Context: an optimization exercise on an open-source flow, tuned for a short achievable clock period and few clock cycles. The choices shown serve that exercise and are no tape-out recipe. Where RTL was checked, it was by simulation tests only, not by an equivalence proof against the original. No functional check of the RTL was part of run 3. Power is estimated from default activity; no workload was simulated.

==> design.v <==
`timescale 1ns / 1ps
module two_to_one_multiplexer
#(parameter width = 16)
(
    input logic [width - 1:0] one,
    input logic [width - 1:0] two,
    input logic sel,
    output logic [width - 1:0] q
    );
    assign q = sel ? two : one;
endmodule
`timescale 1ns / 1ps
module three_to_one_multiplexer(
        input logic [1:0] sel,
        input logic [15:0] one,
        input logic [15:0] two,
        input logic [15:0] three,
        output logic [15:0] q
    );
    always_comb 
    begin
        case(sel)
            2'b00 : q = one;
            2'b01 : q = two;
            2'b10 : q = three;
            default : q = 0;
          endcase            
    end
endmodule
`timescale 1ns / 1ps
module four_to_one(
        input logic [15:0] one,
        input logic [15:0] two,
        input logic [15:0] three,
        input logic [15:0] four,
        input logic [1:0] sel,
        output logic [15:0] q
    );
    always_comb
    begin
    q = 0;
    if(sel == 2'b00) q = one;
    else if(sel == 2'b01) q = two;
    else if(sel == 2'b10) q = three;
    else if(sel == 2'b11) q = four;
    end
endmodule
`timescale 1ns / 1ps
module tristate_mux(
      input logic gate_pc,
      input logic gate_mar,
      input logic gate_mdr,
      input logic gate_alu,
      input logic [15:0] pc,
      input logic [15:0] mar,
      input logic [15:0] mdr,
      input logic [15:0] alu,
      output logic [15:0] q
    );
    always_comb
    begin   
    if(gate_pc == 1) q = pc;
    else if(gate_mdr == 1) q = mdr;
    else if(gate_mar == 1) q = mar;
    else if(gate_alu == 1) q = alu;
    else 
        q = 16'hx;
    end
endmodule
`timescale 1ns / 1ps
module ALU(
      input logic [1:0] aluk,
      input logic [15:0] one,
      input logic [15:0] two,
      output logic [15:0] q
    );
    always_comb
    begin
    q = 0;
    if(aluk==2'b00) q = one + two;
    else if(aluk==2'b01) q = one & two;
    else if(aluk==2'b10) q = ~one;
    else if(aluk==2'b11) q = one;
    end
endmodule
`timescale 1ns / 1ps
module ben(
        input logic [15:0] bus,
        input logic [15:0] ir,
        input logic        ld_cc,
        input logic        clk,
        input logic        reset,
        output logic       branch
    );
    logic n,z,p;
    logic N,Z,P;
    always_ff @(posedge clk)
     begin
        if(reset)
        begin
            n <= 1'b0;
            z <= 1'b0;
            p <= 1'b0;        
        end
        if(ld_cc) 
        begin
            n <= N;       
            z <= Z;      
            p <= P; 
        end
    end
    always_comb
    begin
         N = 1'b0;
         Z = 1'b0;
         P = 1'b0;
         if(bus[15] == 1'b1) 
         begin
            N = 1'b1;
            Z = 1'b0;
            P = 1'b0;
         end   
         else if (bus == 16'h0000) 
         begin
            N = 1'b0;
            Z = 1'b1;
            P = 1'b0;     
         end
         else if ((bus[15] == 1'b0) & (bus != 16'b0)) 
         begin
            N = 1'b0;
            Z = 1'b0;
            P = 1'b1; 
         end
    end
   assign branch = ((ir[11] & n) | (ir[10] & z) | (ir[9] & p)); 
endmodule
module load_reg #(
    parameter DATA_WIDTH = 1  
) (
	input  logic	    		  clk, 
	input  logic	    		  reset, 
	input  logic	    		  load,
	input  logic [DATA_WIDTH-1:0] data_i,  
	output logic [DATA_WIDTH-1:0] data_q
);
	logic [DATA_WIDTH-1:0] data_d;
	always_comb
	begin
		if (load) begin
			data_d = data_i;
		end else begin
			data_d = data_q;
		end
	end
	always_ff @(posedge clk)
	begin
			if(reset) begin  
				data_q <= '0;
			end else begin
				data_q <= data_d;
			end
	end
endmodule
`timescale 1ns / 1ps
module register(
      input logic [15:0] din,
      input logic [2:0] dr,
      input logic ld_reg,
      input logic [2:0] sr1,
      input logic [2:0] sr2,
      input logic       clk,
      input logic       reset,      
      output logic [15:0] sr1_out,
      output logic [15:0] sr2_out
    );
    logic [15:0] r00, r11, r22, r33, r44, r55, r66, r77;    
    logic ld_r0, ld_r1, ld_r2, ld_r3, ld_r4, ld_r5, ld_r6, ld_r7;
    always_comb 
    begin
    ld_r0 = 0;
    ld_r1 = 0;
    ld_r2 = 0;
    ld_r3 = 0;
    ld_r4 = 0;
    ld_r5 = 0;
    ld_r6 = 0;
    ld_r7 = 0;
    if(ld_reg)
        begin
        if(dr == 3'b000) ld_r0 = 1;
        else if(dr == 3'b001) ld_r1 = 1;
        else if(dr == 3'b010) ld_r2 = 1;
        else if(dr == 3'b011) ld_r3 = 1;
        else if(dr == 3'b100) ld_r4 = 1;
        else if(dr == 3'b101) ld_r5 = 1;
        else if(dr == 3'b110) ld_r6 = 1;
        else if(dr == 3'b111) ld_r7 = 1;
        end
    end
    always_comb 
    begin
        unique case(sr1)
            3'b000: sr1_out = r00;
            3'b001: sr1_out = r11;
            3'b010: sr1_out = r22;
            3'b011: sr1_out = r33;
            3'b100: sr1_out = r44;
            3'b101: sr1_out = r55;
            3'b110: sr1_out = r66;
            3'b111: sr1_out = r77;
        endcase
    end
    always_comb 
    begin
        unique case(sr2)
            3'b000: sr2_out = r00;
            3'b001: sr2_out = r11;
            3'b010: sr2_out = r22;
            3'b011: sr2_out = r33;
            3'b100: sr2_out = r44;
            3'b101: sr2_out = r55;
            3'b110: sr2_out = r66;
            3'b111: sr2_out = r77;
        endcase
    end
    load_reg #(.DATA_WIDTH(16)) r0 (
    .clk(clk),
    .reset(reset),
    .load(ld_r0),
    .data_i(din),
    .data_q(r00)
    );  
    load_reg #(.DATA_WIDTH(16)) r1 (
    .clk(clk),
    .reset(reset),
    .load(ld_r1),
    .data_i(din),
    .data_q(r11)
    );
    load_reg #(.DATA_WIDTH(16)) r2 (
    .clk(clk),
    .reset(reset),
    .load(ld_r2),
    .data_i(din),
    .data_q(r22)
    );
    load_reg #(.DATA_WIDTH(16)) r3 (
    .clk(clk),
    .reset(reset),
    .load(ld_r3),
    .data_i(din),
    .data_q(r33)
    );
load_reg #(.DATA_WIDTH(16)) r4 (
    .clk(clk),
    .reset(reset),
    .load(ld_r4),
    .data_i(din),
    .data_q(r44)
    );
load_reg #(.DATA_WIDTH(16)) r5 (
    .clk(clk),
    .reset(reset),
    .load(ld_r5),
    .data_i(din),
    .data_q(r55)
    );
load_reg #(.DATA_WIDTH(16)) r6 (
    .clk(clk),
    .reset(reset),
    .load(ld_r6),
    .data_i(din),
    .data_q(r66)
    );
load_reg #(.DATA_WIDTH(16)) r7 (
    .clk(clk),
    .reset(reset),
    .load(ld_r7),
    .data_i(din),
    .data_q(r77)
    );
endmodule
module control (
	input logic			clk, 
	input logic			reset,
	input logic  [15:0]	ir,
	input logic			ben,
	input logic 		continue_i,
	input logic 		run_i,
	output logic		ld_mar,
	output logic		ld_mdr,
	output logic		ld_ir,
	output logic		ld_pc,
	output logic        ld_led,
	output logic		gate_pc,
	output logic		gate_mdr,
	output logic        gate_alu,
	output logic        gate_marmux,
	output logic        ld_reg,
	output logic        mio_en,
	output logic [1:0]  aluk,
	output logic        sr2_mux,
    output logic        sr1_mux,
    output logic        ld_cc,
	output logic        dr_mux,
	output logic [1:0]	pc_mux,
	output logic        addr1_mux,
	output logic [1:0]  addr2_mux,
	output logic		mem_mem_ena,  
	output logic		mem_wr_ena   
);
	enum logic [4:0] {
		halted, 
		pause_ir1,
		pause_ir2, 
		s_18, 
		s_33_1,
		s_33_2,
		s_33_3,
		s_35,
		s_32,
		s_1,
		s_5,
		s_9,
		s_6,
		s_27,
		s_7,
		s_23,
		s_16_1,
		s_16_2,
		s_16_3,
		s_0,
		s_22,
		s_12,
		s_4,
		s_21,
		s_25_1,
		s_25_2,
		s_25_3
	} state, state_nxt;    
	always_ff @ (posedge clk)
	begin
		if (reset) 
			state <= halted;
		else 
			state <= state_nxt;
	end
	always_comb
	begin 
		ld_mar = 1'b0;
		ld_mdr = 1'b0;
		ld_ir = 1'b0;
		ld_pc = 1'b0;
		ld_led = 1'b0;
		ld_reg = 0;
		aluk =  0;
		addr1_mux = 0;
		addr2_mux = 0;
		mio_en = 1'b0;
		gate_pc = 1'b0;
		gate_mdr = 1'b0;
		gate_marmux = 1'b0;
		gate_alu = 1'b0;
		sr2_mux = 1'b0;
		sr1_mux = 1'b0;
		dr_mux = 0;
		pc_mux = 2'b10;
		mem_mem_ena = 1'b0;
		mem_wr_ena = 1'b0;
		ld_cc = 1'b0;
		case (state)
			halted: ; 
			s_18 : 
				begin 
					gate_pc = 1'b1;
					ld_mar = 1'b1;
					pc_mux = 2'b10;
					ld_pc = 1'b1;
				end
			s_33_1, s_33_2, s_33_3 :  
				begin
					mem_mem_ena = 1'b1;
					ld_mdr = 1'b1;
				end
			s_35 : 
				begin 
					gate_mdr = 1'b1;
					ld_ir = 1'b1;
				end
			pause_ir1: ld_led = 1'b1; 
			pause_ir2: ld_led = 1'b1;
			s_32 :;
			s_1:
			   begin
			       ld_reg = 1'b1;
			       gate_alu=1'b1;
			       aluk = 2'b00;
			       dr_mux = 1'b0;
			       ld_cc = 1'b1;
			       sr1_mux = 1;
			       sr2_mux = ir[5];
			   end
			s_5:
			   begin
			       ld_reg = 1'b1;
			       gate_alu=1'b1;
			       aluk = 2'b01;
			       dr_mux = 1'b0;
			       ld_cc = 1'b1;
			       sr1_mux = 1;
			       sr2_mux = ir[5];
			   end
			s_9:
			   begin
			       ld_reg = 1'b1;
			       gate_alu=1'b1;
			       aluk = 2'b10;
			       dr_mux = 1'b0;
			       ld_cc = 1'b1;
			       sr1_mux = 1;
			       sr2_mux = ir[5];
			   end
			s_0: ;
			s_12:
			   begin
			       aluk = 2'b11;
			       gate_alu = 1'b1;
			       pc_mux = 2'b00;
			       ld_pc = 1'b1;
			       sr1_mux = 1;
			   end
			 s_4:
			    begin
			        ld_reg = 1'b1;
			        gate_pc = 1'b1;
			        dr_mux = 1'b1;
			    end
			 s_21:
			    begin
			        ld_pc = 1'b1;
			        pc_mux = 2'b01;
			        addr1_mux = 1'b1;
			        addr2_mux = 2'b00;
			    end
			 s_6, s_7:
			     begin
			         sr1_mux = 1'b1;
			         addr1_mux = 1'b0;
			         addr2_mux = 2'b10;
			         gate_marmux = 1'b1;
			         ld_mar = 1'b1;
			     end
			 s_25_1, s_25_2, s_25_3:
			     begin
			         mem_mem_ena = 1'b1;
			         ld_mdr = 1'b1;			     
			     end
			 s_27:
			     begin
			         gate_mdr = 1'b1;
			         dr_mux = 1'b0;
			         ld_reg = 1'b1;
			         ld_cc = 1'b1;
			     end
			 s_23:
			     begin
			         sr1_mux = 1'b0;
			         aluk = 2'b11;
			         gate_alu = 1'b1;
			         ld_mdr=1'b1;
			     end
			 s_16_1, s_16_2, s_16_3:
			     begin
			         mem_wr_ena = 1'b1;
			         mem_mem_ena = 1;
			     end
			  s_22:
			  begin
			     addr1_mux = 1;
			     addr2_mux = 2'b01;
			     pc_mux = 2'b01;
			     ld_pc = 1;
			  end
			default : ;
		endcase
	end 
	always_comb
	begin
		state_nxt = state;
		unique case (state)
			halted : 
				if (run_i) 
					state_nxt = s_18;
			s_18 : 
				state_nxt = s_33_1;  
			s_33_1 :                  
				state_nxt = s_33_2;    
			s_33_2 :
				state_nxt = s_33_3;
			s_33_3 : 
				state_nxt = s_35;
			s_35 : 
				state_nxt = s_32;
			pause_ir1 : 
				if (continue_i) 
					state_nxt = pause_ir2;
			pause_ir2 : 
				if (~continue_i)
					state_nxt = s_18;
			s_32:
			   if(ir[15:12] == 4'b0001)
			         state_nxt = s_1;
			   else if(ir[15:12] == 4'b0101)
			         state_nxt = s_5;
			   else if(ir[15:12] == 4'b1001)
			         state_nxt = s_9;
			   else if(ir[15:12] == 4'b0000)
			         state_nxt = s_0;
			   else if(ir[15:12] == 4'b1100)
			         state_nxt = s_12;
			   else if(ir[15:12] == 4'b0100)
			         state_nxt = s_4;
			   else if(ir[15:12] == 4'b0110)
			         state_nxt = s_6;
			   else if(ir[15:12] == 4'b0111)
			         state_nxt = s_7;
			   else if(ir[15:12] == 4'b1101)
			         state_nxt = pause_ir1;
		  s_1:
		      state_nxt = s_18;
		  s_5:
		      state_nxt = s_18;
		  s_9:
		      state_nxt = s_18;
		  s_6:
		      state_nxt = s_25_1;
		  s_25_1:
		      state_nxt = s_25_2;
		  s_25_2:
		      state_nxt = s_25_3;
		  s_25_3:
		      state_nxt = s_27;
		  s_27:
		      state_nxt = s_18;
		  s_7:
		      state_nxt = s_23;
		  s_23:
		      state_nxt = s_16_1;
		  s_16_1:
		      state_nxt = s_16_2;
		  s_16_2:
		      state_nxt = s_16_3;
		  s_16_3:
		      state_nxt = s_18;
		  s_0:
		      if(ben)
		          state_nxt = s_22;
		      else
		          state_nxt = s_18;
		  s_22:
		      state_nxt = s_18;
		  s_12:
		      state_nxt = s_18;
		  s_4:
		      state_nxt = s_21;
		  s_21:
		      state_nxt = s_18;
			default :;
		endcase
	end
endmodule
module cpu (
    input   logic        clk,
    input   logic        reset,
    input   logic        run_i,
    input   logic        continue_i,
    output  logic [15:0] hex_display_debug,
    output  logic [15:0] led_o,
    output  logic        paused_o,
    input   logic [15:0] mem_rdata,
    output  logic [15:0] mem_wdata,
    output  logic [15:0] mem_addr,
    output  logic        mem_mem_ena,
    output  logic        mem_wr_ena
);
    localparam int R_IR   = 0;    
    localparam int R_PC1  = 16;   
    localparam int R_PRED = 32;   
    localparam int RW     = 33;
    localparam int E_IR    = 0;    
    localparam int E_PC1   = 16;   
    localparam int E_OFF   = 32;   
    localparam int E_DR    = 48;   
    localparam int E_SR1I  = 56;   
    localparam int E_SR2I  = 59;   
    localparam int E_DRI   = 62;   
    localparam int E_ADD   = 65;
    localparam int E_AND   = 66;
    localparam int E_NOT   = 67;
    localparam int E_BR    = 68;
    localparam int E_JMP   = 69;
    localparam int E_JSR   = 70;
    localparam int E_LDR   = 71;
    localparam int E_STR   = 72;
    localparam int E_PSE   = 73;
    localparam int E_USE1  = 74;
    localparam int E_USE2  = 75;
    localparam int E_WR    = 76;
    localparam int E_ALU   = 77;
    localparam int E_IMM   = 78;
    localparam int E_PRED  = 79;
    localparam int E_ZOFF  = 80;   
    localparam int EW      = 81;
    function automatic logic [15:0] add16c(input logic [15:0] a, input logic [15:0] b, input logic ci);
        logic [15:0] g, p, t;
        g = a & b;
        p = a ^ b;
        g[0] = g[0] | (p[0] & ci);
        t = p;
        for (int d = 1; d < 16; d = d * 2) begin
            for (int i = 15; i >= d; i--) begin
                g[i] = g[i] | (t[i] & g[i-d]);
                t[i] = t[i] & t[i-d];
            end
        end
        add16c = p ^ {g[14:0], ci};
    endfunction
    function automatic logic [15:0] add16(input logic [15:0] a, input logic [15:0] b);
        add16 = add16c(a, b, 1'b0);
    endfunction
    function automatic logic [EW-1:0] decode(input logic [RW-1:0] r);
        logic [EW-1:0] e;
        logic [15:0] w, pc1, off;
        logic [3:0]  op;
        logic        fadd, fand, fnot, fbr, fjmp, fjsr, fldr, fstr, fpse;
        logic [2:0]  s1, s2, d;
        w    = r[R_IR +: 16];
        pc1  = r[R_PC1 +: 16];
        op   = w[15:12];
        fadd = (op == 4'b0001);
        fand = (op == 4'b0101);
        fnot = (op == 4'b1001);
        fbr  = (op == 4'b0000);
        fjmp = (op == 4'b1100);
        fjsr = (op == 4'b0100);
        fldr = (op == 4'b0110);
        fstr = (op == 4'b0111);
        fpse = (op == 4'b1101);
        s1   = w[8:6];
        s2   = fstr ? w[11:9] : w[2:0];
        d    = fjsr ? 3'd7 : w[11:9];
        off  = fjsr ? {{5{w[10]}}, w[10:0]} : {{7{w[8]}}, w[8:0]};
        e = '0;
        e[E_IR  +: 16] = w;
        e[E_PC1 +: 16] = pc1;
        e[E_OFF +: 16] = off;
        e[E_DR  +: 8]  = 8'b1 << d;
        e[E_SR1I +: 3] = s1;
        e[E_SR2I +: 3] = s2;
        e[E_DRI  +: 3] = d;
        e[E_ADD]   = fadd;
        e[E_AND]   = fand;
        e[E_NOT]   = fnot;
        e[E_BR]    = fbr;
        e[E_JMP]   = fjmp;
        e[E_JSR]   = fjsr;
        e[E_LDR]   = fldr;
        e[E_STR]   = fstr;
        e[E_PSE]   = fpse;
        e[E_USE1]  = fadd | fand | fnot | fjmp | fldr | fstr;
        e[E_USE2]  = ((fadd | fand) & ~w[5]) | fstr;
        e[E_WR]    = fadd | fand | fnot | fldr | fjsr;
        e[E_ALU]   = fadd | fand | fnot;
        e[E_IMM]   = (fadd | fand) & w[5];
        e[E_PRED]  = r[R_PRED];
        e[E_ZOFF]  = fjsr ? (w[10:0] == 11'd0) : (w[8:0] == 9'd0);
        decode = e;
    endfunction
    localparam logic [1:0] S_HALT = 2'd0, S_RUN = 2'd1, S_P1 = 2'd2, S_P2 = 2'd3;
    logic [1:0]  run_st;
    logic [127:0] rf;           
    logic        cc_n, cc_z, cc_p;
    logic [15:0] pse_ir;
    logic [15:0] fpc;           
    logic [15:0] xpc;           
    logic [15:0] pa, pd;
    logic        pw;            
    logic        p_v;           
    logic [15:0] p_pc1;
    logic        p_pred;
    logic        p_ld, p_wreg, p_wcc;
    logic        st_v, st_hx;   
    logic [15:0] sa, sa1;       
    logic [2:0]  p_dr;
    logic        s1_v, s1_ld, s1_wreg, s1_wcc, s1_pred;
    logic [2:0]  s1_dr;
    logic [15:0] s1_pc1;
    logic        s2_v, s2_ld, s2_wreg, s2_wcc, s2_pred;
    logic [2:0]  s2_dr;
    logic [15:0] s2_pc1;
    logic          xv;
    logic [EW-1:0] xe;
    logic [15:0]   opa, opb;    
    logic [2:0]    qcnt;
    logic [1:0]    qh, qt;      
    logic [RW-1:0] qd [0:3];
    logic [EW-1:0] hr;          
    logic        smc_r;
    logic [15:0] x_ir, x_pc1, x_tgt, x_tgt1;
    logic [7:0]  x_droh;
    logic [2:0]  x_dri;
    logic        x_add, x_and, x_br, x_jmp, x_jsr, x_ldr, x_str, x_pse;
    logic        x_wr, x_alu, x_pred, x_zoff;
    assign x_ir    = xe[E_IR  +: 16];
    assign x_pc1   = xe[E_PC1 +: 16];
    assign x_tgt   = add16c(x_pc1, xe[E_OFF +: 16], 1'b0);
    assign x_tgt1  = add16c(x_pc1, xe[E_OFF +: 16], 1'b1);
    assign x_droh  = xe[E_DR  +: 8];
    assign x_dri   = xe[E_DRI  +: 3];
    assign x_add   = xe[E_ADD];
    assign x_and   = xe[E_AND];
    assign x_br    = xe[E_BR];
    assign x_jmp   = xe[E_JMP];
    assign x_jsr   = xe[E_JSR];
    assign x_ldr   = xe[E_LDR];
    assign x_str   = xe[E_STR];
    assign x_pse   = xe[E_PSE];
    assign x_wr    = xe[E_WR];
    assign x_alu   = xe[E_ALU];
    assign x_pred  = xe[E_PRED];
    assign x_zoff  = xe[E_ZOFF];
    logic [15:0] sum, alu_res, agen;
    assign sum     = add16(opa, opb);
    assign alu_res = x_add ? sum : (x_and ? (opa & opb) : ~opa);
    assign agen    = add16(opa, {{10{x_ir[5]}}, x_ir[5:0]});
    logic alu_z, alu_n;
    assign alu_z = x_add ? (((opa ^ opb) ^ {opa[14:0] | opb[14:0], 1'b0}) == 16'h0)
                         : ((x_and ? (opa & opb) : ~opa) == 16'h0);
    assign alu_n = alu_res[15];
    logic cond;
    assign cond = (x_ir[11] & cc_n) | (x_ir[10] & cc_z) | (x_ir[9] & cc_p);
    logic x_fire, x_taken, x_redir, redir, x_mem;
    logic [15:0] raddr, raddr1;
    assign x_fire  = xv & ~st_hx & ~smc_r;
    assign x_taken = ((x_br & cond) | x_jsr) & ~x_zoff;
    assign x_redir = x_fire & (x_jmp | (x_taken != x_pred) | (x_pred & ~(x_br | x_jsr)));
    assign redir   = smc_r | x_redir;
    assign raddr   = smc_r ? xpc : (x_jmp ? opa : (x_taken ? x_tgt : x_pc1));
    assign raddr1  = smc_r ? (xpc + 16'd1) : (x_jmp ? (opa + 16'd1) : (x_taken ? x_tgt1 : (x_pc1 + 16'd1)));
    assign x_mem   = x_fire & (x_ldr | x_str);
    logic kill_cc;
    assign kill_cc = x_fire & (x_alu | x_ldr);
    function automatic logic kill_reg(input logic [2:0] d);
        kill_reg = x_fire & x_wr & (x_dri == d);
    endfunction
    logic [7:0]  btb_v;
    logic [12:0] btb_tag [0:7];
    logic [15:0] btb_tgt [0:7];
    logic        bhit;
    logic [15:0] btgt;
    logic [15:0] x_pc;
    logic [7:0]  bh;
    always_comb begin
        btgt = '0;
        for (int i = 0; i < 8; i++) begin
            bh[i] = btb_v[i] & (fpc[2:0] == i[2:0]) & (btb_tag[i] == fpc[15:3]);
            btgt  = btgt | ({16{bh[i]}} & btb_tgt[i]);
        end
    end
    assign bhit = |bh;
    assign x_pc = x_pc1 - 16'd1;
    logic        p_fetch;       
    logic [2:0]  occ;
    logic        room, can_fetch;
    logic [15:0] faddr, faddr1, fpc1;
    assign p_fetch   = (run_st == S_HALT) ? run_i : p_v;
    assign occ       = qcnt + {2'b0, p_v} + {2'b0, s1_v & ~s1_ld} + {2'b0, s2_v & ~s2_ld};
    assign room      = (occ <= 3'd3);
    assign can_fetch = ~x_mem & (redir | room);
    assign faddr     = redir ? raddr : fpc;
    assign fpc1      = fpc + 16'd1;
    assign faddr1    = redir ? raddr1 : fpc1;
    assign mem_addr    = pa;
    assign mem_mem_ena = 1'b1;
    assign mem_wr_ena  = pw;
    assign mem_wdata   = pd;
    logic          arr_fetch;
    logic [RW-1:0] arr_r;
    assign arr_fetch = s2_v & ~s2_ld & ~redir;
    assign arr_r = {s2_pred, s2_pc1, mem_rdata};
    logic ld_we, ld_cc;
    assign ld_we = s2_v & s2_ld & s2_wreg & ~kill_reg(s2_dr);
    assign ld_cc = s2_v & s2_ld & s2_wcc & ~kill_cc;
    logic          n_v, n_q;
    logic [EW-1:0] nxe;
    assign n_q  = (qcnt != 3'd0);
    assign n_v  = n_q | arr_fetch;
    assign nxe  = n_q ? hr : decode(arr_r);
    logic       l0_v, l1_v, l2_v, l0_c, l1_c, l2_c;
    logic [2:0] l0_d, l1_d, l2_d;
    assign l0_v = x_fire & x_ldr;                  
    assign l0_d = x_dri;
    assign l0_c = x_fire & x_ldr;
    assign l1_v = p_ld & p_wreg & ~kill_reg(p_dr);
    assign l1_d = p_dr;
    assign l1_c = p_ld & p_wcc & ~kill_cc;
    assign l2_v = s1_v & s1_ld & s1_wreg & ~kill_reg(s1_dr);
    assign l2_d = s1_dr;
    assign l2_c = s1_v & s1_ld & s1_wcc & ~kill_cc;
    logic [2:0] n_sr1, n_sr2;
    assign n_sr1  = nxe[E_SR1I +: 3];
    assign n_sr2  = nxe[E_SR2I +: 3];
    function automatic logic hz(input logic [EW-1:0] e);
        logic u1, u2;
        logic [2:0] a, b;
        u1 = e[E_USE1];
        u2 = e[E_USE2];
        a  = e[E_SR1I +: 3];
        b  = e[E_SR2I +: 3];
        hz = (l0_v & ((u1 & (l0_d == a)) | (u2 & (l0_d == b))))
           | (l1_v & ((u1 & (l1_d == a)) | (u2 & (l1_d == b))))
           | (l2_v & ((u1 & (l2_d == a)) | (u2 & (l2_d == b))))
           | (e[E_BR] & (l0_c | l1_c | l2_c));
    endfunction
    logic run_next, ent_q, ent_a, ent;
    assign run_next = ((run_st == S_RUN) & ~(x_fire & x_pse))
                    | ((run_st == S_P2) & ~continue_i);
    assign ent_q = ~hz(hr) & run_next & ~redir;
    assign ent_a = arr_fetch & ~hz(decode(arr_r)) & run_next & ~redir;
    assign ent   = n_q ? ent_q : ent_a;
    function automatic logic [15:0] rd_fwd(input logic [2:0] r);
        logic [15:0] v;
        if (x_fire & x_jsr & (r == 3'd7))   v = x_pc1;
        else if (ld_we & (s2_dr == r))      v = mem_rdata;
        else                                v = rf[r*16 +: 16];
        rd_fwd = (x_fire & x_alu & (x_dri == r)) ? alu_res : v;
    endfunction
    logic [15:0] rd_opb, opb_v;
    logic [2:0]  n_ia, n_ib;
    assign n_ia = nxe[E_IR + 0 +: 3];
    assign n_ib = nxe[E_IR + 9 +: 3];
    always_comb begin
        if (nxe[E_IMM])                         opb_v = {{11{nxe[E_IR + 4]}}, nxe[E_IR +: 5]};
        else if (x_fire & x_jsr & (n_sr2 == 3'd7)) opb_v = x_pc1;
        else if (ld_we & (s2_dr == n_sr2))      opb_v = mem_rdata;
        else if (nxe[E_STR])                    opb_v = rf[n_ib*16 +: 16];
        else                                    opb_v = rf[n_ia*16 +: 16];
        rd_opb = (~nxe[E_IMM] & x_fire & x_alu & (x_dri == n_sr2)) ? alu_res : opb_v;
    end
    function automatic logic [15:0] rd_fwd2(input logic [2:0] r, input logic imm, input logic [15:0] iv);
        logic [15:0] v;
        if (imm)                            v = iv;
        else if (x_fire & x_jsr & (r == 3'd7)) v = x_pc1;
        else if (ld_we & (s2_dr == r))      v = mem_rdata;
        else                                v = rf[r*16 +: 16];
        rd_fwd2 = (~imm & x_fire & x_alu & (x_dri == r)) ? alu_res : v;
    endfunction
    logic        hit, hit_q;
    always_comb begin
        hit_q = 1'b0;
        for (int i = 0; i < 4; i++)
            hit_q = hit_q | (({1'b0, i[1:0] - qh} < qcnt) & (qd[i][R_PC1 +: 16] == sa1));
    end
    assign hit = st_v & (
                   (xv & (x_pc1 == sa1))
                 | hit_q
                 | (s1_v & ~s1_ld & (s1_pc1 == sa1))
                 | (s2_v & ~s2_ld & (s2_pc1 == sa1)));
    assign paused_o = run_st[1];
    assign led_o = pse_ir;
    assign hex_display_debug = pse_ir;
    always_ff @(posedge clk) begin
        xe  <= nxe;
        opa <= rd_fwd(n_sr1);
        opb <= rd_opb;
        pd     <= opb;
        p_dr   <= x_dri;
        p_wreg <= 1'b1;
        p_wcc  <= 1'b1;
        st_v   <= x_mem & x_str;
        st_hx  <= x_mem & x_str & (agen == x_pc1);
        if (x_mem & x_str) begin
            sa  <= agen;
            sa1 <= add16c(opa, {{10{x_ir[5]}}, x_ir[5:0]}, 1'b1);
        end
        s1_ld   <= p_ld;
        s1_dr   <= p_dr;
        s1_wreg <= p_wreg & ~kill_reg(p_dr);
        s1_wcc  <= p_wcc & ~kill_cc;
        s1_pc1  <= p_pc1;
        s1_pred <= p_pred;
        s2_ld   <= s1_ld;
        s2_dr   <= s1_dr;
        s2_wreg <= s1_wreg & ~kill_reg(s1_dr);
        s2_wcc  <= s1_wcc & ~kill_cc;
        s2_pc1  <= s1_pc1;
        s2_pred <= s1_pred;
        if (x_fire & x_taken & ~x_pred) begin
            btb_tag[x_pc[2:0]] <= x_pc[15:3];
            btb_tgt[x_pc[2:0]] <= x_tgt;
        end
        if (arr_fetch) qd[qt] <= arr_r;
        if (n_q & ent_q & (qcnt >= 3'd2))
            hr <= decode(qd[qh + 2'd1]);
        else if (arr_fetch & (n_q ? (ent_q & (qcnt == 3'd1)) : 1'b1))
            hr <= decode(arr_r);
    end
    always_ff @(posedge clk) begin
        if (reset) begin
            run_st <= S_HALT;
            rf     <= '0;
            cc_n   <= 1'b0;
            cc_z   <= 1'b0;
            cc_p   <= 1'b0;
            pse_ir <= '0;
            fpc    <= 16'd1;
            xpc    <= '0;
            pa     <= '0;
            pw     <= 1'b0;
            p_v    <= 1'b0;
            p_pc1  <= 16'd1;
            p_pred <= 1'b0;
            p_ld   <= 1'b0;
            s1_v   <= 1'b0;
            s2_v   <= 1'b0;
            xv     <= 1'b0;
            qcnt   <= '0;
            qh     <= '0;
            qt     <= '0;
            smc_r  <= 1'b0;
            btb_v  <= '0;
        end else begin
            case (run_st)
                S_HALT: if (run_i) run_st <= S_RUN;
                S_RUN:  if (x_fire & x_pse) run_st <= S_P1;
                S_P1:   if (continue_i) run_st <= S_P2;
                S_P2:   if (~continue_i) run_st <= S_RUN;
            endcase
            if (x_fire & x_pse) pse_ir <= x_ir;
            for (int i = 0; i < 8; i++) begin
                if (x_fire & x_alu & x_droh[i])      rf[i*16 +: 16] <= alu_res;
                else if (x_fire & x_jsr & (i == 7))  rf[i*16 +: 16] <= x_pc1;
                else if (ld_we & (s2_dr == i[2:0]))  rf[i*16 +: 16] <= mem_rdata;
            end
            if (x_fire & x_alu) begin
                cc_n <= alu_n;
                cc_z <= alu_z;
                cc_p <= ~alu_n & ~alu_z;
            end else if (ld_cc) begin
                cc_n <= mem_rdata[15];
                cc_z <= (mem_rdata == 16'h0);
                cc_p <= ~mem_rdata[15] & (mem_rdata != 16'h0);
            end
            if (x_fire) xpc <= raddr;
            if (x_fire & x_taken & ~x_pred) btb_v[x_pc[2:0]] <= 1'b1;
            if (x_mem & x_str & (btb_tag[agen[2:0]] == agen[15:3])) btb_v[agen[2:0]] <= 1'b0;
            smc_r <= hit;
            if (run_st == S_HALT) begin
                pa     <= {15'd0, run_i};
                pw     <= 1'b0;
                p_ld   <= 1'b0;
                p_v    <= run_i;
                p_pc1  <= run_i ? 16'd2 : 16'd1;
                p_pred <= 1'b0;
                fpc    <= run_i ? 16'd2 : 16'd1;
            end else if (x_mem) begin
                pa   <= agen;
                pw   <= x_str;
                p_ld <= x_ldr;
                p_v  <= 1'b0;
            end else begin
                pw   <= 1'b0;
                p_ld <= 1'b0;
                p_v  <= can_fetch;
                if (can_fetch) begin
                    pa     <= faddr;
                    p_pc1  <= faddr1;
                    p_pred <= ~redir & bhit;
                    fpc    <= redir ? raddr1 : (bhit ? btgt : fpc1);
                end
            end
            s1_v <= (p_fetch & ~redir) | p_ld;
            s2_v <= s1_v & ~(redir & ~s1_ld);
            xv <= ent;
            if (redir) begin
                qcnt <= '0;
                qh   <= '0;
                qt   <= '0;
            end else begin
                if (n_q & ent_q) qh <= qh + 2'd1;
                if (arr_fetch & (n_q | ~ent_a)) qt <= qt + 2'd1;
                if (n_q & ent_q & ~arr_fetch) qcnt <= qcnt - 3'd1;
                else if (arr_fetch & (n_q ? ~ent_q : ~ent_a)) qcnt <= qcnt + 3'd1;
            end
        end
    end
endmodule
==> flow/run.sh <==
#!/bin/bash
# Standard layout, with a plain buffer (not a delay buffer) on every port, and
# without the adder-extraction step in synthesis (abc maps the adders as
# plain logic). Registers are the same as the standard synthesis's.
set -euo pipefail
export BUFFER_PORTS_ARGS="-buffer_cell sky130_fd_sc_hd__buf_4"
export ADDER_MAP_FILE=
bash standard.sh finish > run_standard.log 2>&1
==> standard.sh <==
#!/bin/bash
# synth_recipe.tcl (not shown) runs the flow's synth.tcl, then flattens the netlist and writes it again
# the make line also repeats each setting of config.mk as NAME=value (left out here)
make -C /OpenROAD-flow-scripts/flow DESIGN_CONFIG=/design/flow/config.mk WORK_HOME=/design/flow/orfs CLKGATE_MAP_FILE= SYNTH_SCRIPT=/design/flow/synth_recipe.tcl "${@:-finish}"
==> config.mk <==
export PLATFORM = sky130hd
export DESIGN_NAME = cpu
export DESIGN_NICKNAME = cpu
export VERILOG_FILES = /design/flow/design.v
export SDC_FILE = /design/flow/constraint.sdc
export NUM_CORES = 4
export LEC_CHECK = 0
export ABC_CLOCK_PERIOD_IN_PS = 1500
export CAP_MARGIN = 20
export CORE_MARGIN = 2
export CORE_UTILIZATION = 40
export SETUP_SLACK_MARGIN = 4.8
export SLEW_MARGIN = 20
export TNS_END_PERCENT = 20
==> constraint.sdc <==
create_clock -name core_clock -period 7.0 [get_ports {clk}]
set_input_delay 1.4000 -clock core_clock [delete_from_list [all_inputs] [get_ports {clk}]]
set_output_delay 1.4000 -clock core_clock [all_outputs]
set_load 0.01 [all_outputs]
==> results of run 1 <==
-- kinds of logic after synthesis --
kind of cell | share of synthesized area
mux | 0.0844
fa+ha+maj | 0.00388
xor+xnor | 0.0957
simple gates | 0.153
flops | 0.472
compound gates | 0.149
other cells | 0.0000836
buf+inv | 0.0422
-- layer usage --
layer | routed length [µm] | GRT usage
met1 | 69700 | 0.389
met2 | 77800 | 0.448
met3 | 17000 | 0.0531
met4 | 12100 | 0.175
met5 | 40 | 0
-- power groups by stage --
stage | registers (mW) | logic (mW) | clock network, mW
finish | 5.89 | 4.72 | 5.40
global route | 5.90 | 4.89 | 5.61
CTS | 5.86 | 4.23 | 5.44
detailed placement | 5.94 | 3.33 | 0
global placement | 5.94 | 3.30 | 0
floorplan | 5.70 | 2.36 | 0
-- state kept, by name, summed over array words and instances, names as in the netlist, 57 cells and up --
| name | cells |
|---|---|
| btb_tag | 104 |
| btb_tgt | 128 |
| hr | 63 |
| qd | 132 |
| rf | 128 |
| xe | 57 |
-- critical path, cell delays in order --
cell and delay (ns):
buf_16 0.12, nand4b_1 0.19, buf_6 0.17, mux2i_4 0.38
a21o_1 0.22, buf_4 0.12, xnor2_1 0.05, nor3_1 0.20
nand3_1 0.16, buf_6 0.20, and3_4 0.21, a221o_1 0.35
-- timing repair --
action                                  in CTS  in global routing
buffers inserted                           185                 60
resized for setup                          534                263
pin swaps                                  125                 96
endpoints found under the hold margin        0                  0
gates cloned                                47                 10
endpoints found under the setup margin    1052               1019
-- stage by stage --
step / setup WS (ns) / hold WS (ns) / cell area, µm² / instances
3_3_place_gp: 2.07 / 0.343 / 46900 / 5790
3_5_place_dp: 2.07 / 0.350 / 46900 / 5790
6_report: 3.79 / 0.360 / 57100 / 6270
5_1_grt: 3.73 / 0.372 / 57100 / 6269
2_1_floorplan: 2.82 / 0.310 / 45000 / 4510
4_1_cts: 3.89 / 0.366 / 55400 / 6199
-- cell type report --
type	instances	area [µm²]	share of cell area
clock buffer	121	2590	0.0453
clock inverter	56	818	0.0143
multi-input combinational	3240	24700	0.432
antenna	1	2.50	0.0000438
timing repair buffer	480	5640	0.0987
timing repair inverter	1	8.76	0.000153
sequential	835	21300	0.373
inverter	48	220	0.00386
tap	1488	1860	0.0326
-- cell usage in the layout, fill, tap and decap left out, types with 102 or more instances in the layout --
cell / instances
xnor2_1: 249
edfxtp_1: 443
xor2_1: 181
o21ai_0: 147
nor2_1: 282
nand3_1: 139
dfxtp_1: 338
a21oi_1: 162
buf_4: 285
clkbuf_16: 102
nand2_1: 547
a211oi_1: 156
mux2i_1: 137
-- Yosys cell counts, types with 14 or more instances --
cell | number | share of area
buf_1 | 29 | 0.0024
dfxtp_1 | 392 | 0.17
o21ai_0 | 185 | 0.021
a221oi_1 | 29 | 0.0057
xor2_1 | 202 | 0.039
mux2i_1 | 150 | 0.033
a31oi_1 | 48 | 0.0067
a21oi_1 | 197 | 0.022
buf_2 | 71 | 0.0079
a211oi_1 | 192 | 0.032
o22ai_1 | 35 | 0.0049
nand3_1 | 145 | 0.016
mux4_2 | 66 | 0.033
nand2b_1 | 21 | 0.0029
o31ai_1 | 20 | 0.0033
o221ai_1 | 14 | 0.0027
a22o_1 | 32 | 0.0062
o211ai_1 | 34 | 0.0057
nand4_1 | 70 | 0.0098
mux2_2 | 63 | 0.016
nor4_1 | 63 | 0.0088
nor3b_1 | 23 | 0.0038
maj3_1 | 14 | 0.0031
nor3_1 | 53 | 0.0059
and3_1 | 43 | 0.0060
inv_1 | 43 | 0.0036
edfxtp_1 | 443 | 0.30
a22oi_1 | 37 | 0.0062
nor2_1 | 309 | 0.026
xnor2_1 | 279 | 0.054
and2_1 | 24 | 0.0033
nor2b_1 | 29 | 0.0040
nand2_1 | 576 | 0.048
clkbuf_1 | 268 | 0.022
buf_4 | 27 | 0.0045
a311oi_1 | 19 | 0.0037
-- worst paths after layout --
kind | from | end | slack (ns)
setup / recovery | mem_rdata[15] | opb[0]$_DFF_P_ | 3.79
hold / removal | p_pc1[0]$_SDFFE_PP1P_ | s1_pc1[0]$_DFF_P_ | 0.36
setup reg to reg | xe[9]$_DFF_P_ | hr[32]$_DFFE_PP_ | 3.84
hold reg to reg | p_pc1[0]$_SDFFE_PP1P_ | s1_pc1[0]$_DFF_P_ | 0.36
==> results.txt, run 1 <==
* Outcome: finished clean
* Reg2Reg Depth at 12
* Antenna Nets Post-Route at 0
* Initial antenna violation count at 6
* Critical Path Source Type: input port
* Number of detailed-route iterations in the first pass at 6
* Hold Path Cell Cnt at 0
* Drt initial violations at 4,934
* RSZ-0062 raised after global routing: yes
* Comb pwr share at 0.295
* H-tree levels at 3
* Drt wl/cell at 28.2 µm
* Netlist cell types at 104
* Pin count of the biggest net entering global routing at 77
* Initial Util at 0.404
* Fin. max-slew vios at 0
* DRC violations left at 0
* Worst rel slew slack at 0.204
* Fin crit period at 3.21 ns
* Final GP Congestion at 0.972
* Synth-to-layout area growth at 27.4%
* Warnings from Yosys at 1
* Crit Path Max Fanout at 17
* Core Area at 0.111 mm²
* Mapped Area at 0.0449 mm²
* Clk_skew at 0.0593 ns
* Clock Latency Late Sink at 0.74 ns
* Pwr/cell area at 280 mW/mm²
* Synthesized instance count at 4,510
* Pint at 10.5 mW
* Sequential share of power at 0.368
* Final TNS setup at 0 ns
* Vias in the first global route at 36,700
* Clock power share at 0.337
* Io pins at 87
* Die area at 0.115 mm²
* Die height at 339 µm
* Seq/Total Area, Yosys at 0.472
* Synth Register Bits at 835
* Period utilization at 0.459
* Static Leak at 20.2 nW
* Final hold viol count at 0
* Setup Viol. Count Final at 0
* CTS root buf: clkbuf_16
* Max cap viols at 0
* Die X-Extent at 339 µm
* # nets final at 4,720
* TritonCTS clock tree: done
* Filler cells at 9,792
* Layout cell share with drive strength beyond 1 at 0.260
* CP Class: in -> reg
* Sw frac at 0.343
* Post-synth ARST share at 0
* Maximum clock rate at 0.311 GHz
* Hold Buf Count CTS at 0
* Clock slew at reported path FFs at 0.06 ns
* Input/output buffers at 85
* Worst setup EP type: flip-flop
* Data arrival time of the critical path at 3.78 ns
* Tot Pwr at 16.0 mW
* Psw at 5.49 mW
* GR Util All Layers at 0.293
* Row count at 122
* Syn_nets at 4,530
* Avg Inst Size Synth at 9.94 µm²
* First-pass GRT wire length at 253,000 µm
* Vias/cell at 6.22
* Buffer depth of the longest clock path at 3
* Post-synth EDFFs at 443
* GR Overflow Total at 0
* Fin util at 0.515
* CTS Buf Count at 94
* Top FF cell, synth: edfxtp_1
* Post-DP HPWL at 109,000 µm
* Tightest Pin Transition at 1.19 ns
* VDD IR max at 0.230 mV
* Drt total wl at 177,000 µm
* TritonCTS Sinks at 835
* Worst hold path class: reg -> reg
* CP Data Required Time at 7.57 ns
* Via count at 39,000
Testbench counts, summed over its fixed seeds: cycles 64,652.
==> inputs of run 2 (changes only) <==
--- a/design.v
+++ b/design.v
@@ -756,5 +756,5 @@
     endfunction
-    logic [7:0]  btb_v;
-    logic [12:0] btb_tag [0:7];
-    logic [15:0] btb_tgt [0:7];
+    logic [15:0] btb_v;
+    logic [11:0] btb_tag [0:15];
+    logic [15:0] btb_tgt [0:15];
     logic        bhit;
@@ -762,7 +762,7 @@
     logic [15:0] x_pc;
-    logic [7:0]  bh;
+    logic [15:0] bh;
     always_comb begin
         btgt = '0;
-        for (int i = 0; i < 8; i++) begin
-            bh[i] = btb_v[i] & (fpc[2:0] == i[2:0]) & (btb_tag[i] == fpc[15:3]);
+        for (int i = 0; i < 16; i++) begin
+            bh[i] = btb_v[i] & (fpc[3:0] == i[3:0]) & (btb_tag[i] == fpc[15:4]);
             btgt  = btgt | ({16{bh[i]}} & btb_tgt[i]);
@@ -899,4 +899,4 @@
         if (x_fire & x_taken & ~x_pred) begin
-            btb_tag[x_pc[2:0]] <= x_pc[15:3];
-            btb_tgt[x_pc[2:0]] <= x_tgt;
+            btb_tag[x_pc[3:0]] <= x_pc[15:4];
+            btb_tgt[x_pc[3:0]] <= x_tgt;
         end
@@ -955,4 +955,4 @@
             if (x_fire) xpc <= raddr;
-            if (x_fire & x_taken & ~x_pred) btb_v[x_pc[2:0]] <= 1'b1;
-            if (x_mem & x_str & (btb_tag[agen[2:0]] == agen[15:3])) btb_v[agen[2:0]] <= 1'b0;
+            if (x_fire & x_taken & ~x_pred) btb_v[x_pc[3:0]] <= 1'b1;
+            if (x_mem & x_str & (btb_tag[agen[3:0]] == agen[15:4])) btb_v[agen[3:0]] <= 1'b0;
             smc_r <= hit;
==> results.txt, run 2 <==
* Outcome: finished clean
* Synth Register Bits at 1,059 (+27%)
* Drt initial violations at 8,354 (+69%)
* Syn_nets at 5,256 (+16%)
* Die height at 374 µm (+10%)
* Top Metal Used: met5
* Commonest cells post-synth: 659 x edfxtp_1, 622 x nand2_1, 423 x xnor2_1
* Drt total wl at 248,000 µm (+40%)
* CTS Buf Count at 111 (+18%)
* Post-synth top area share at 0.362 (+0.0650)
* Worst Hold End: s2_pc1[4]$_DFF_P_
* RSZ-0062 raised after global routing: yes
* Die X-Extent at 374 µm (+10%)
* Io pins at 87 (unchanged)
* Tightest Pin Transition at 1.20 ns (+0.00977 ns)
* Data arrival time of the critical path at 4.05 ns (+0.27 ns)
* Clk_skew at 0.0419 ns (-0.0174 ns)
* Crit Path Max Fanout at 8 (-9)
* Vias/cell at 6.67 (+7.3%)
* Clock slew at reported path FFs at 0.07 ns (about the same)
* Hold Startpoint: s1_pc1[4]$_DFF_P_
* Placed Area at 0.0578 mm² (+23%)
* Post-route cell area at 0.0745 mm² (+30%)
* Metal-1 WL at 89,800 µm (+29%)
* GR Overflow Total at 0 (unchanged)
* Post-synth ARST share at 0 (unchanged)
* Yosys top cell by area: edfxtp_1
* Synthesized instance count at 5,236 (+16%)
* Commonest non-fill, non-tap cells in the layout: 659 x edfxtp_1, 599 x nand2_1, 523 x buf_4, 345 x xnor2_1, 329 x dfxtp_1
* CTS root buf: clkbuf_16
* Warnings from Yosys at 1 (unchanged)
* Top FF cell, synth: edfxtp_1
* Buffer depth of the longest clock path at 3 (unchanged)
* Avg Inst Size Synth at 10.5 µm² (+5.1%)
* VDD IR max at 0.247 mV (+7.6%)
* Seq/Total Area, Yosys at 0.508 (+0.0363)
* Max cap viols at 0 (unchanged)
* Fin crit period at 3.38 ns (+0.170 ns)
* CP Class: reg -> reg
* Static Leak at 26.2 nW (+30%)
* Period utilization at 0.483 (+0.0244)
* Number of detailed-route iterations in the first pass at 11 (+5)
* Pin count of the biggest net entering global routing at 84 (+9.1%)
* Worst rel slew slack at 0.200 (-0.00359)
* Commonest non-fill, non-tap cell in the layout: edfxtp_1
* Pwr/cell area at 284 mW/mm² (+1.5%)
* Die area at 0.140 mm² (+22%)
* DR WL met2 at 100,000 µm (+29%)
* Row count at 135 (+11%)
* Post-synth EDFFs at 659 (+49%)
* First-pass GRT wire length at 338,000 µm (+34%)
* Antenna Nets Post-Route at 0 (unchanged)
* Setup Viol. Count Final at 0 (unchanged)
* Worst hold path class: reg -> reg
* Final GP Congestion at 1.04 (+7.5%)
* Maximum clock rate at 0.296 GHz (-5.0%)
* Setup slack, reg-to-reg at 3.62 ns (-0.22 ns)
* Reg2Reg Depth at 15 (+3)
* Initial antenna violation count at 19 (+13)
* Post-DP HPWL at 142,000 µm (+30%)
* Via count at 51,300 (+32%)
* FF-to-FF Start: opa[1]$_DFF_P_
* Filler cells at 10,800 (+11%)
* Top area cells in the synthesized netlist: edfxtp_1 36%, dfxtp_1 15%, xnor2_1 6.8%, nand2_1 4.3%, mux2i_1 3.3%
* CP Data Required Time at 7.66 ns (+0.09 ns)
* TritonCTS Sinks at 1,059 (+27%)
* Worst setup EP type: flip-flop
* Synth-to-layout area growth at 36.2%
* Fin. max-slew vios at 0 (unchanged)
* Vias in the first global route at 46,600 (+27%)
* Mapped Area at 0.0547 mm² (+22%)
* Clock Latency Late Sink at 0.80 ns (+0.06 ns)
* Worst flop-to-flop path endpoint: btb_v[12]$_SDFF_PP0_
* Final TNS setup at 0 ns (unchanged)
* Hold Path Cell Cnt at 0 (unchanged)
* TritonCTS clock tree: done
* Netlist cell types at 102 (-1.9%)
* Max reg flops at 256 (+94%)
* DRC violations left at 0 (unchanged)
* Layout cell share with drive strength beyond 1 at 0.318 (+0.0583)
* Critical Path Source Type: flip-flop
* Initial Util at 0.403 (-0.000657)
* Most instantiated library cell after synthesis: edfxtp_1
* H-tree levels at 3 (unchanged)
* Input/output buffers at 85 (unchanged)
* Core Area at 0.136 mm² (+22%)
* GR Util All Layers at 0.329 (+0.0353)
* # nets final at 5,828 (+23%)
* Met3 routed WL at 38,500 µm (+130%)
* Final hold viol count at 0 (unchanged)
* Drt wl/cell at 32.2 µm (+14%)
run 2: changes by cell type in the layout (fill, tap and decap cells not counted), sizes merged, moves of 25 or more:
| cell | before | now |
|---|---|---|
| a211oi | 192 | 163 |
| xor2 | 204 | 130 |
| o21ai | 196 | 253 |
| nand4 | 70 | 159 |
| nor3 | 54 | 79 |
| clkbuf | 127 | 164 |
| nor2 | 311 | 345 |
| edfxtp | 443 | 659 |
| nand3 | 145 | 173 |
| nand2 | 577 | 627 |
| a221oi | 29 | 55 |
| buf | 461 | 838 |
| xnor2 | 282 | 431 |
| mux2i | 157 | 183 |
run 2: logic make-up after synthesis:
| family | after synthesis | share of synthesized area |
|---|---|---|
| mux | 313 | 0.0740 |
| buf+inv | 474 | 0.0368 |
| fa+ha+maj | 12 | 0.00219 |
| flops | 1059 | 0.508 |
| simple gates | 1697 | 0.148 |
| xor+xnor | 561 | 0.0914 |
| compound gates | 1119 | 0.140 |
| other cells | 1 | 0.0000685 |
run 2: critical path, stage by stage (launching register included):
cell and delay (ns):
dfxtp_4 0.41, buf_12 0.14, xor2_4 0.31, buf_6 0.17
mux2i_4 0.07, buf_12 0.15, buf_6 0.11, a222oi_1 0.52
nand3_1 0.15, o211ai_1 0.16, o41ai_4 0.15, xnor2_1 0.17
nand4_1 0.17, nor4_4 0.24, buf_6 0.21, a31oi_1 0.10
run 2: per-stage QoR:
stage | std cells | total power [mW] | hold slack (ns) | utilization | setup WS, ns
floorplan | 5236 | 10.3 | 0.310 | - | 2.77
finish | 7685 | 21.2 | 0.367 | 0.549 | 3.62
global placement | 6854 | 11.9 | 0.355 | 0.426 | 2.38
global route | 7680 | 21.5 | 0.372 | 0.549 | 3.64
CTS | 7489 | 20.1 | 0.367 | 0.520 | 3.84
detailed placement | 6854 | 12.0 | 0.358 | 0.426 | 2.35
run 2: metal layers:
metal | up-vias | GRT usage
met1 | 24700 | 0.442
met5 | - | 0.00137
met4 | 18 | 0.191
met2 | 4535 | 0.462
li1 | 20700 | -
met3 | 1256 | 0.106
run 2: how the worst max path moves through the flow:
stage | endpoint | from | slack [ns] | cells past startpoint
3_5_place_dp | opb[15]$_DFF_P_ | mem_rdata[15] | 2.35 | 11
5_1_grt | btb_v[1]$_SDFF_PP0_ | opa[0]$_DFF_P_ | 3.64 | 15
6_report | btb_v[12]$_SDFF_PP0_ | opa[1]$_DFF_P_ | 3.62 | 15
3_3_place_gp | opb[10]$_DFF_P_ | mem_rdata[15] | 2.38 | 12
4_1_cts | btb_v[11]$_SDFF_PP0_ | xe[33]$_DFF_P_ | 3.84 | 13
2_1_floorplan | hr[10]$_DFFE_PP_ | continue_i | 2.77 | 5
run 2: final cells by class:
type | count | area [µm²] | share of cell area
Clock buffer | 142 | 3060 | 0.0411
Timing Repair inverter | 1 | 7.51 | 0.000101
Clock inverter | 62 | 838 | 0.0113
Multi-Input combinational cell | 3710 | 29500 | 0.396
Inverter | 40 | 173 | 0.00232
Antenna cell | 5 | 12.5 | 0.000168
Tap cell | 1781 | 2230 | 0.0299
Timing Repair Buffer | 885 | 10700 | 0.143
Sequential cell | 1059 | 28000 | 0.376
run 2: repair_timing:
item / 4_1_cts / 5_1_grt
resized for setup: 881 / 445
cloned: 67 / 26
pin swaps: 205 / 166
endpoints found under the setup margin: 1490 / 1439
setup buffers: 364 / 164
hold buffers: 0 / 0
run 2: power by group:
group	switching (mW)	internal, mW
clock	2.74	3.63
sequential	0.349	7.16
combinational	4.30	3.00
Testbench counts of run 2, summed over its fixed seeds: cycles 64,271.
==> inputs of run 3 (changes only) <==
--- a/design.v
+++ b/design.v
@@ -683,3 +683,4 @@
     logic        cc_n, cc_z, cc_p;
-    logic [15:0] pse_ir;
+    logic [15:0] pse_ir;        
+    logic        paused_r;
     logic [15:0] fpc;           
@@ -770,3 +771,10 @@
     end
-    assign bhit = |bh;
+    logic        lp_v;
+    logic [15:0] lp_pc;
+    logic [2:0]  lp_c;
+    logic        dec_v;         
+    logic [2:0]  dec_c;
+    logic        lp_exit;
+    assign lp_exit = lp_v & (fpc == lp_pc) & (rf[lp_c*16 +: 16] == 16'd1);
+    assign bhit = (|bh) & ~lp_exit & ~(st_v & (fpc == sa));
     assign x_pc = x_pc1 - 16'd1;
@@ -828,4 +836,8 @@
                     | ((run_st == S_P2) & ~continue_i);
-    assign ent_q = ~hz(hr) & run_next & ~redir;
-    assign ent_a = arr_fetch & ~hz(decode(arr_r)) & run_next & ~redir;
+    logic st_next;
+    assign st_next = x_fire & x_str | (run_st != S_RUN);
+    assign ent_q = ~hz(hr) & ~(hr[E_PSE] & st_next) & run_next & ~redir;
+    logic [EW-1:0] arr_d;
+    assign arr_d = decode(arr_r);
+    assign ent_a = arr_fetch & ~hz(arr_d) & ~(arr_d[E_PSE] & st_next) & run_next & ~redir;
     assign ent   = n_q ? ent_q : ent_a;
@@ -869,3 +881,6 @@
                  | (s2_v & ~s2_ld & (s2_pc1 == sa1)));
-    assign paused_o = run_st[1];
+    logic paused_nx;
+    assign paused_nx = ((run_st == S_RUN) & x_fire & x_pse) | (run_st == S_P1)
+                     | ((run_st == S_P2) & continue_i) | (ent & nxe[E_PSE] & ~hit);
+    assign paused_o = paused_r;
     assign led_o = pse_ir;
@@ -916,2 +931,3 @@
             pse_ir <= '0;
+            paused_r <= 1'b0;
             fpc    <= 16'd1;
@@ -932,6 +948,18 @@
             btb_v  <= '0;
+            lp_v   <= 1'b0;
+            dec_v  <= 1'b0;
         end else begin
+            if (x_fire) begin
+                dec_v <= x_add & x_ir[5] & (x_ir[4:0] == 5'h1f) & (x_ir[11:9] == x_ir[8:6]);
+                dec_c <= x_dri;
+                if (x_br & x_taken & dec_v & x_ir[8]
+                    & x_ir[9] & ~x_ir[10]) begin
+                    lp_v  <= 1'b1;
+                    lp_pc <= x_pc;
+                    lp_c  <= dec_c;
+                end
+            end
             case (run_st)
                 S_HALT: if (run_i) run_st <= S_RUN;
-                S_RUN:  if (x_fire & x_pse) run_st <= S_P1;
+                S_RUN:  if (x_fire & x_pse) run_st <= continue_i ? S_P2 : S_P1;
                 S_P1:   if (continue_i) run_st <= S_P2;
@@ -939,3 +967,4 @@
             endcase
-            if (x_fire & x_pse) pse_ir <= x_ir;
+            if (ent & nxe[E_PSE]) pse_ir <= nxe[E_IR +: 16];
+            paused_r <= paused_nx;
             for (int i = 0; i < 8; i++) begin
@@ -956,3 +985,3 @@
             if (x_fire & x_taken & ~x_pred) btb_v[x_pc[3:0]] <= 1'b1;
-            if (x_mem & x_str & (btb_tag[agen[3:0]] == agen[15:4])) btb_v[agen[3:0]] <= 1'b0;
+            if (st_v & (btb_tag[sa[3:0]] == sa[15:4])) btb_v[sa[3:0]] <= 1'b0;
             smc_r <= hit;
==> results.txt, run 3 <==
* Drt wl/cell at 30.4 µm (-5.7%)
* RSZ-0062 raised after global routing: yes
* Top FF cell, synth: edfxtp_1
* Most instantiated library cell after synthesis: edfxtp_1
* Die X-Extent at 375 µm (+0.40%)
* Post-synth ARST share at 0 (unchanged)
* Final WS setup at 3.59 ns (-0.0276 ns)
* Worst setup EP type: flip-flop
* Maximum clock rate at 0.293 GHz (-0.81%)
* GR Util All Layers at 0.298 (-0.0307)
* Via count at 46,200 (-10%)
* H-tree levels at 3 (unchanged)
* Top area cells in the synthesized netlist: edfxtp_1 38%, dfxtp_1 15%, xnor2_1 7.0%, mux4_2 5.1%, nand2_1 3.8%
* Vias/cell at 6.36 (-4.7%)
* Final hold viol count at 0 (unchanged)
* Die height at 375 µm (+0.40%)
* Worst rel slew slack at 0.250 (+0.0496)
* TritonCTS clock tree: done
* Static Leak at 24.4 nW (-6.8%)
* Layout cell share with drive strength beyond 1 at 0.299 (-0.0189)
* Hold Path Cell Cnt at 0 (unchanged)
* Max reg flops at 256 (unchanged)
* Setup Viol. Count Final at 0 (unchanged)
* TritonCTS Sinks at 1,100 (+3.9%)
* Final TNS setup at 0 ns (unchanged)
* Synthesized instance count at 5,031 (-3.9%)
* Vias in the first global route at 43,000 (-7.6%)
* Yosys top cell by area: edfxtp_1
* GR Overflow Total at 0 (unchanged)
* FF-to-FF Start: smc_r$_SDFF_PP0_
* Post-synth top area share at 0.379 (+0.0178)
* Clock slew at reported path FFs at 0.07 ns (about the same)
* Data arrival time of the critical path at 3.90 ns (-0.15 ns)
* Worst flop-to-flop path endpoint: hr[69]$_DFFE_PP_
* DR WL met2 at 98,000 µm (-2.2%)
* VDD IR max at 0.205 mV (-17%)
* Filler cells at 11,500 (+6.0%)
* Setup slack, reg-to-reg at 3.59 ns (-0.03 ns)
* Clk_skew at 0.0482 ns (+0.00623 ns)
* Buffer depth of the longest clock path at 3 (unchanged)
* Top Metal Used: met5
* Antenna Nets Post-Route at 0 (unchanged)
* Metal-1 WL at 84,700 µm (-5.6%)
* Seq/Total Area, Yosys at 0.526 (+0.0177)
* Met3 routed WL at 24,000 µm (-38%)
* CTS root buf: clkbuf_16
* Worst hold path class: reg -> reg
* Hold slack final at 0.348 ns (-0.0194 ns)
* Initial Util at 0.402 (-0.00125)
* Cell Count, Final, Fillers Out at 7,261 (-5.5%)
* Hold Buf Count CTS at 0 (unchanged)
* # nets final at 5,385 (-7.6%)
* Post-synth EDFFs at 697 (+5.8%)
* CP Data Required Time at 7.49 ns (-0.17 ns)
* Pre-CTS WS at 2.31 ns (-0.0444 ns)
* Netlist cell types at 93 (-8.8%)
* Pwr/cell area at 254 mW/mm² (-11%)
* Worst Hold End: s2_pred$_DFF_P_
* Row count at 136 (+0.74%)
* Critical Path Source Type: flip-flop
* Avg Inst Size Synth at 11.0 µm² (+4.9%)
* Tot Pwr at 18.1 mW (-14%)
* Synth Register Bits at 1,100 (+3.9%)
* Fin util at 0.521 (-0.0282)
* Dpl cells at 6,619 (-3.4%)
* CTS Buf Count at 116 (+4.5%)
* Mapped Area at 0.0552 mm² (+0.80%)
* Synth-to-layout area growth at 29.6%
* Die area at 0.141 mm² (+0.80%)
* Fin crit period at 3.41 ns (+0.0276 ns)
* Number of detailed-route iterations in the first pass at 7 (-4)
* Fin. max-slew vios at 0 (unchanged)
* Post-DP HPWL at 131,000 µm (-8.0%)
* Outcome: finished clean
* Period utilization at 0.487 (+0.00394)
* Post-route cell area at 0.0715 mm² (-4.1%)
* Syn_nets at 5,051 (-3.9%)
* Final GP Congestion at 0.971 (-7.1%)
* Tightest Pin Transition at 1.12 ns (-0.0744 ns)
* Commonest cells post-synth: 697 x edfxtp_1, 555 x nand2_1, 444 x xnor2_1
* Warnings from Yosys at 1 (unchanged)
* DRC violations left at 0 (unchanged)
* Drt total wl at 221,000 µm (-11%)
* Input/output buffers at 85 (unchanged)
* Io pins at 87 (unchanged)
* Drt initial violations at 6,754 (-19%)
* Placed Area at 0.0579 mm² (about the same)
* Pin count of the biggest net entering global routing at 95 (+13%)
* Initial antenna violation count at 6 (-13)
* Clock Latency Late Sink at 0.78 ns (-0.02 ns)
* Hold Startpoint: s1_pred$_DFF_P_
* Crit Path Max Fanout at 6 (-2)
* CP Class: reg -> reg
* Max cap viols at 0 (unchanged)
* First-pass GRT wire length at 310,000 µm (-8.2%)
* Core Area at 0.137 mm² (+1.1%)
* Commonest non-fill, non-tap cells in the layout: 697 x edfxtp_1, 522 x nand2_1, 402 x xnor2_1, 379 x buf_4, 338 x dfxtp_1
* Reg2Reg Depth at 15 (unchanged)
* Commonest non-fill, non-tap cell in the layout: edfxtp_1
-- run 3: cell count changes in the layout (fill, tap and decap cells not counted), sizes merged, moves of 20 or more --
cell,change
o22ai,-32
edfxtp,+38
mux4,+59
mux2,-20
o21ai,-42
a22oi,+24
buf,-236
xor2,+32
mux2i,-23
nand2,-70
nand4,-45
-- run 3: cell families (layout without fill, tap and decap cells) --
kind of cell | count (synthesis) | in the layout | synth area share
AO/OA/AOI/OAI | 984 | 997 | 0.121
XOR/XNOR | 606 | 606 | 0.0962
adder cells (fa/ha/maj) | 21 | 22 | 0.00388
buffers and inverters | 481 | 894 | 0.0356
flip-flops | 1100 | 1100 | 0.526
multiplexers | 329 | 329 | 0.0891
other | 1 | 3 | 0.0000680
AND/OR/NAND/NOR | 1509 | 1516 | 0.128
-- run 3: metal layers --
metal	up-vias	GRT usage
met5	-	0
met4	2	0.141
met3	691	0.0618
met2	3195	0.461
met1	22900	0.400
li1	19400	-
-- run 3: area by class of cell --
cell class                 instances  area [µm²]  share of cell area
timing repair buffer             624        7280               0.102
inverter                          51         223             0.00312
sequential                      1100       29200               0.408
tap                             1794        2240              0.0314
timing repair inverter             1        5.00           0.0000700
antenna                            2        5.00           0.0000700
clock buffer                     147        3260              0.0457
multi-input combinational       3471       28400               0.398
clock inverter                    71         840              0.0117
-- run 3: repair_timing --
action / in CTS / in global routing
gates cloned: 63 / 14
endpoints found under the hold margin: 0 / 0
endpoints found under the setup margin: 1561 / 1497
pin swaps: 206 / 111
resized for setup: 802 / 305
buffers inserted: 245 / 100
-- run 3: worst max-delay path by stage --
| stage | startpoint | to | slack, ns |
|---|---|---|---|
| global placement | smc_r$_SDFF_PP0_ | fpc[11]$_SDFFE_PP0P_ | 2.33 |
| CTS | opa[8]$_DFF_P_ | st_hx$_DFF_P_ | 3.75 |
| detailed placement | mem_rdata[15] | pse_ir[13]$_SDFFE_PP0N_ | 2.31 |
| global route | smc_r$_SDFF_PP0_ | hr[69]$_DFFE_PP_ | 3.50 |
| finish | smc_r$_SDFF_PP0_ | hr[69]$_DFFE_PP_ | 3.59 |
| floorplan | mem_rdata[15] | opb[1]$_DFF_P_ | 3.37 |
-- run 3: critical path, stage by stage, from the launching register on --
cell       delay (ns)
dfxtp_4          0.35
buf_12           0.13
nand4bb_4        0.22
o41ai_4          0.46
a21oi_2          0.08
or4_4            0.45
nor4_4           0.27
buf_4            0.17
buf_6            0.10
o21ai_4          0.08
buf_12           0.16
buf_16           0.15
buf_12           0.13
buf_16           0.14
nand4_1          0.14
o21ai_1          0.11
-- run 3: power by group --
part | leakage (nW) | internal (mW) | switching (mW)
Sequential | 9.64 | 7.33 | 0.313
Clock | 2.01 | 3.86 | 2.77
Combinational | 12.7 | 1.48 | 2.38
Total | 24.4 | 12.7 | 5.46

-- what the ideal ports hide --
No port has a modelled driver above. Below, the same layouts with a new extraction and two added sets of constraints.
Step 1 sets driving cells, clkbuf_16 on the clock port and buf_2 on the other inputs (assumed; they add their load-dependent delay and slew).
Step 2 times the ports against the registers' clock, not the clock port: input delays grow and output delays shrink by t, the midpoint of the rising clock arrivals with the driver on.
Slacks: no drivers / after step 1 / after step 2; pairs: no drivers / after step 1.
run | t (ns) | setup WS [ns] | worst hold slack (ns) | latest minus earliest clock arrival (ns) | slew at the worst register clock pin (ns)
run 1 | 0.776 | 3.788 / 3.729 / 2.953 | 0.360 / 0.360 / 0.360 | 0.060 / 0.060 | 0.07 / 0.07
run 2 | 0.863 | 3.618 / 3.618 / 3.062 | 0.367 / 0.367 / 0.367 | 0.048 / 0.047 | 0.07 / 0.07
run 3 | 0.831 | 3.590 / 3.590 / 2.805 | 0.348 / 0.348 / 0.348 | 0.050 / 0.050 | 0.07 / 0.07
After both steps setup and hold are still met in every run listed. The setup slack of run 1, which loses most, moves by -0.059 ns with the drivers and by -0.835 ns with both steps.
